This is an optimization exercise on Yosys and OpenROAD, whose aim is small area, not a production implementation.
Function was checked by simulation only, so behaviour that the tests miss may differ from the original.

==> flow/design.v (outline; a module is shown in full before it is edited, if it fits) <==
// module FA: 4 lines
// module HA: 4 lines
// module XOR2: 3 lines
// module Quantize: 391 lines
// module top: 1145 lines
module top(
    input  wire         clk_i,
    input  wire         rstn_i,
    input  wire         start_i,
    input  wire [31:0]  vector_x_i,
    input  wire [31:0]  quant_w_i,
    output wire         done_o,
    output wire [31:0]  dout_o
);
  // ...
==> flow/flow/run.sh <==
#!/bin/bash
# The standard layout (standard.sh, unchanged synthesis), with one difference:
# the port buffers that global placement inserts are buf_1 cells.
set -euo pipefail
bash standard.sh 'BUFFER_PORTS_ARGS=-buffer_cell sky130_fd_sc_hd__buf_1' finish > flow.log 2>&1
==> flow/standard.sh <==
#!/bin/bash
# synth_recipe.tcl (not shown) runs the flow's synth.tcl, then flattens the netlist and writes it again
# the make line also repeats each setting of config.mk as NAME=value (left out here)
make -C /OpenROAD-flow-scripts/flow DESIGN_CONFIG=/design/flow/config.mk WORK_HOME=/design/flow/orfs CLKGATE_MAP_FILE= SYNTH_SCRIPT=/design/flow/synth_recipe.tcl "${@:-finish}"
==> flow/config.mk <==
export PLATFORM = sky130hd
export DESIGN_NAME = top
export DESIGN_NICKNAME = top
export VERILOG_FILES = /design/flow/design.v
export SDC_FILE = /design/flow/constraint.sdc
export NUM_CORES = 4
export LEC_CHECK = 0
export CAP_MARGIN = 20
export CORE_MARGIN = 2
export CORE_UTILIZATION = 40
export CTS_BUF_LIST = sky130_fd_sc_hd__clkbuf_8
export SLEW_MARGIN = 20
export SYNTH_HIERARCHICAL = 1
export SYNTH_MINIMUM_KEEP_SIZE = 0
==> flow/constraint.sdc <==
create_clock -name core_clock -period 33.0 [get_ports {clk_i}]
set_input_delay 6.6000 -clock core_clock [delete_from_list [all_inputs] [get_ports {clk_i}]]
set_output_delay 6.6000 -clock core_clock [all_outputs]
set_load 0.01 [all_outputs]
==> flow_summary_export.csv, run 1 <==
group,metric,value,unit
run_status,outcome,"timing/DRC/antenna clean",
clock_tree,clk_root_buffer_cell,"clkbuf_8",
worst_setup_path,crit_path_end,"q1[3]$_SDFF_PN0_",
routing,wl_met1,15600,um
worst_setup_path,critical_path.reg2reg.startpoint,"q2[1]$_DFF_P_",
logic_synthesis,synth_fa_ha_area_frac,0.493,
finish,fraction_of_area_in_clock_buffers_and_inverters,0.0114,
routing,vias,9277,
routing,drt-vias-per-instance,5.34,
sta,fin_worst_hold_slack,331,ps
routing,drt-wirelength-per-cell,19.9,um
grt,grt_pass1_vias,10100,
finish,signal_buffer_area_fraction,0.0309,
worst_setup_path,endpoint_required_time_on_the_critical_path,33340,ps
finish,final.clkbuf_count,9,
clock_tree,number_of_resized_instances_in_the_post_cts_repair_step,0,
finish,flow.area_growth_from_synthesis,6.54,%
logic_synthesis,post-synth-top-area-fraction,0.469,
grt,grt_antenna_before_repair,1,
finish,seqCellArea,1970,sq um
logic_synthesis,synth-seq-cells,97,
clock_tree,worst_setup_hold_path_clk_slew,90,ps
finish,mostFrequentLayoutCell,"fa_1",
die,ioPinCount,100,
logic_synthesis,synth.area.mux_share,0.00357,
worst_setup_path,timing.critical_path.mode_cell,"fa_1",
sta,worst_clock_skew,14.2,ps
clock_tree,cts_buffers,9,
finish,fillCellCount,3352,
die,tapcell.inserted,455,
sta,worst_slew_margin_rel,0.344,
sta,finalWorstPathRequiredPeriod,27380,ps
place,portBuffers,95,
routing,wl_met3,1940,um
logic_synthesis,synth.top_cells.by_count,"328 x fa_1, 183 x xor2_1, 108 x a22oi_1",
logic_synthesis,synth_top_family_by_area,"adder cells",
finish,num_antenna_cells,0,
routing,detailed_router_iteration_count_before_antenna_repair,5,
==> inputs of run 2 (changes only) <==
==> flow/flow/run.sh (replaced) <==
#!/bin/bash
# The standard layout (standard.sh, unchanged synthesis), with two differences:
# the port buffers that global placement inserts are buf_1 cells, and the buffers
# that synthesis (abc) inserted are taken out at floorplan (repair_design puts back
# whatever slew and capacitance need).
set -euo pipefail
bash standard.sh 'BUFFER_PORTS_ARGS=-buffer_cell sky130_fd_sc_hd__buf_1' REMOVE_ABC_BUFFERS=1 finish > flow.log 2>&1
--- a/flow/config.mk
+++ b/flow/config.mk
@@ -8,7 +8,7 @@
 export CAP_MARGIN = 20
 export CORE_MARGIN = 2
 export CORE_UTILIZATION = 40
-export CTS_BUF_LIST = sky130_fd_sc_hd__clkbuf_8
+export CTS_BUF_LIST = sky130_fd_sc_hd__clkbuf_4 sky130_fd_sc_hd__clkbuf_8
 export SLEW_MARGIN = 20
 export SYNTH_HIERARCHICAL = 1
 export SYNTH_MINIMUM_KEEP_SIZE = 0
==> run 2 against run 1 <==
Still clean. Synthesized cell count did not move. Utilization rose by 0.12 points. Synthesized area did not move. Non-clock buffer count is 1 higher. Largest cell class unchanged.
==> flow_summary_export.csv, run 2 <==
group,metric,value,unit
run_status,outcome,"timing/DRC/antenna clean",
sta,hold_violations,0,
die,ioPinCount,100,
grt,globalRouteTotalUtil,0.191,
worst_setup_path,slowest_stage,"fa_1",
logic_synthesis,top_flip_flop_cell_by_instance_count_after_synthesis,"dfxtp_1",
sta,finalWorstPathRequiredPeriod,27590,ps
grt,grt_max_degree,43,
worst_setup_path,crit_arrival,27910,ps
sta,report.final.slew_viol_count,0,
clock_tree,number_of_resized_instances_in_the_post_cts_repair_step,0,
clock_tree,cts_sinks,97,
worst_setup_path,timing.critical_path.mode_cell,"fa_1",
sta,worst_slew_margin_rel,0.280,
clock_tree,hold_fix_buffers_cts,0,
routing,detailed_router_iteration_count_before_antenna_repair,8,
logic_synthesis,synth.top_cells.by_count,"328 x fa_1, 183 x xor2_1, 108 x a22oi_1",
sta,fmaxAchievable,36.3,MHz
clock_tree,number_of_post_cts_setup_repair_buffers,0,
die,rows,68,
logic_synthesis,count_of_flip_flops_with_a_built_in_enable_after_synthesis,0,
routing,vias,9286,
worst_setup_path,crit_fanout,7,
worst_setup_path,path_class,"primary input to register",
grt,grt_antenna_before_repair,0,
sta,worst_clock_skew,14.5,ps
sta,setup_ws,5410,ps
logic_synthesis,synth-seq-cells,97,
finish,mostFrequentLayoutCell,"fa_1",
finish,post_route_cells_drive_above_1_share,0.0460,
place,portBuffers,95,
grt,grt_overflow_total,0,
routing,drt-wirelength-per-cell,19.2,um
die,start_util,0.406,
logic_synthesis,yosysWarnings,7,
routing,dr.first_iter.drc_count,662,
finish,final_cell_area,15000,sq um
clock_tree,cts_max_level,3,
worst_setup_path,r2r_cells,26,
worst_hold_path,worst_hold_endpoint,"q2[3]$_DFF_P_",
sta,worstMarginPinSlew,1070,ps
worst_hold_path,min_delay_path_depth,0,
grt,grt_first_pass_wirelength,54200,um
logic_synthesis,yosysUniqueCellTypes,64,
logic_synthesis,synth_most_common_cell,"fa_1",
logic_synthesis,post-synth-top-area-fraction,0.469,
logic_synthesis,synth_top_area_cell,"fa_1",
routing,drt-total-wl,33400,um
sta,final-setup-viol-count,0,
die,die_x,191,um
clock_tree,clkLatencyLatePin,380,ps
finish,fin_nets,1696,
worst_hold_path,timing.hold.worst.class,"register to register",
clock_tree,worst_setup_hold_path_clk_slew,110,ps
finish,flow.area_growth_from_synthesis,6.84,%
logic_synthesis,synth-async-reset-ratio,0.0515,
routing,antenna_left,0,
clock_tree,cts_buffers,9,
place,place_inst,1721,
routing,route.detailed.drc,0,
logic_synthesis,synthesis.area_per_instance,11.5,sq um
worst_setup_path,setup.worst_path.end_class,"register",
clock_tree,clk_root_buffer_cell,"clkbuf_8",
place,place_congestion,0.890,
worst_setup_path,critPathMaxStageDelay,590,ps
logic_synthesis,ys_top_cells_by_area,"fa_1 47%, dfxtp_1 13%, xor2_1 11%",
clock_tree,cts.path.max_buffers,2,
die,fp.dieH,191,um
finish,number_of_standard_cells_in_the_final_layout_excluding_fillers,1738,
worst_setup_path,endpoint_required_time_on_the_critical_path,33320,ps
grt,grt_pass1_vias,10200,
sta,rsz0062_at_grt,"false",
logic_synthesis,syn-cell-area,14000,sq um
sta,layout_worst_path_cycle_share,0.836,
finish,final_cell_mix,"328 x fa_1, 183 x xor2_1, 108 x a22oi_1, 95 x buf_1, 91 x dfxtp_1",
finish,post-route-util,0.433,
routing,drt-vias-per-instance,5.34,
die,fp.coreArea,34500,sq um
worst_setup_path,critical_path.reg2reg.endpoint,"acc0[18]$_DFF_P_",
worst_setup_path,critical_path.reg2reg.startpoint,"q2[1]$_DFF_P_",
place,post-dp-hpwl,27400,um
worst_setup_path,start_kind,"primary input",
logic_synthesis,seq_area_frac_synth,0.140,
place,placement.setup.worst_slack,5000,ps
sta,setup_total_negative_slack,0,ps
clock_tree,tritoncts_clock_tree,"built",
worst_hold_path,hp-start,"q1[3]$_SDFF_PN0_",
worst_setup_path,rrSetupSlack,23370,ps
die,die_area,36500,sq um
logic_synthesis,postSynthCellCount,1218,
run,maxCapViolCount,0,
place,detailed_place.area,14800,sq um
[run 2: cell type report]
| type | count | area, sq um |
|---|---|---|
| antenna | 1 | 2.50 |
| clock buffer | 9 | 124 |
| clock inverter | 7 | 83.8 |
| fill | 3355 | 19600 |
| inverter | 57 | 216 |
| multi-input combinational | 1002 | 11500 |
| sequential | 97 | 1970 |
| tap | 455 | 569 |
| timing repair buffer | 110 | 469 |
[run 2: worst max-delay path by stage]
stage                               from                to  depth (start not counted)
after floorplan           vector_x_i[31]  q1[3]$_SDFF_PN0_                         65
final                     vector_x_i[31]  q1[4]$_SDFF_PN0_                         66
after global placement    vector_x_i[31]  q1[4]$_SDFF_PN0_                         66
after global routing      vector_x_i[31]  q1[5]$_SDFF_PN0_                         67
after CTS                 vector_x_i[31]  q1[4]$_SDFF_PN0_                         66
after detailed placement  vector_x_i[31]  q1[4]$_SDFF_PN0_                         66
[run 2: layer usage]
metal	global-route usage	routed length (um)
met1	0.268	15200
met2	0.323	16200
met3	0.0165	1400
met5	0	0
met4	0.0450	551
[run 2: critical path: cells and delay by family]
family,cells,cell delay (ps)
adder cells (fa/ha/maj),40,16240
AND/OR/NAND/NOR,10,1850
buffers and inverters,8,830
AO/OA/AOI/OAI,5,1020
XOR/XNOR,3,1360
[run 2: metrics by stage]
step	hold WS, ps
after floorplan	310
after global routing	331
after CTS	328
final	326
after global placement	313
after detailed placement	312
[run 2: kinds of logic after synthesis]
family,synth area share
fa+ha+maj,0.493
simple gates,0.101
compound gates,0.106
xor+xnor,0.116
buf+inv,0.0408
flops,0.140
mux,0.00357
other cells,0.000268
[run 2: Yosys stat by module (local to each module, per instance)]
module	area, sq um	cells	copies in the design
top	4930	577	1
FA	20.0	1	327
HA	12.5	1	13
Quantize	772	118	1
XOR2	8.76	1	183

-- afterwards: timing with drivers on the ports --
The results above use ideal ports. As a check the final layouts listed here were re-extracted and re-timed, cells and wires unchanged. Step 1, drivers: a clkbuf_16 drives clk_i and a buf_2 each remaining input, both assumed. Step 2 times the ports against the registers' clock, not the clock port: input delays grow and output delays shrink by t, the midpoint of the rising clock arrivals with the driver on. Slacks: no drivers / after step 1 / after step 2; pairs: no drivers / after step 1.
| run | shift t [ns] | slack for setup (ns) | worst setup path after step 2 | clock arrival spread, ns | slew at the worst register clock pin (ns) |
|---|---|---|---|---|---|
| run 1 | 0.432 | 5.620 / 5.638 / 5.206 | input to register | 0.014 / 0.014 | 0.10 / 0.10 |
| run 2 | 0.418 | 5.414 / 5.421 / 5.003 | input to register | 0.015 / 0.014 | 0.11 / 0.11 |
After both steps setup and hold are still met in every run listed. The setup slack of run 1, which loses most, moves by +0.018 ns with the drivers and by -0.414 ns with both steps.
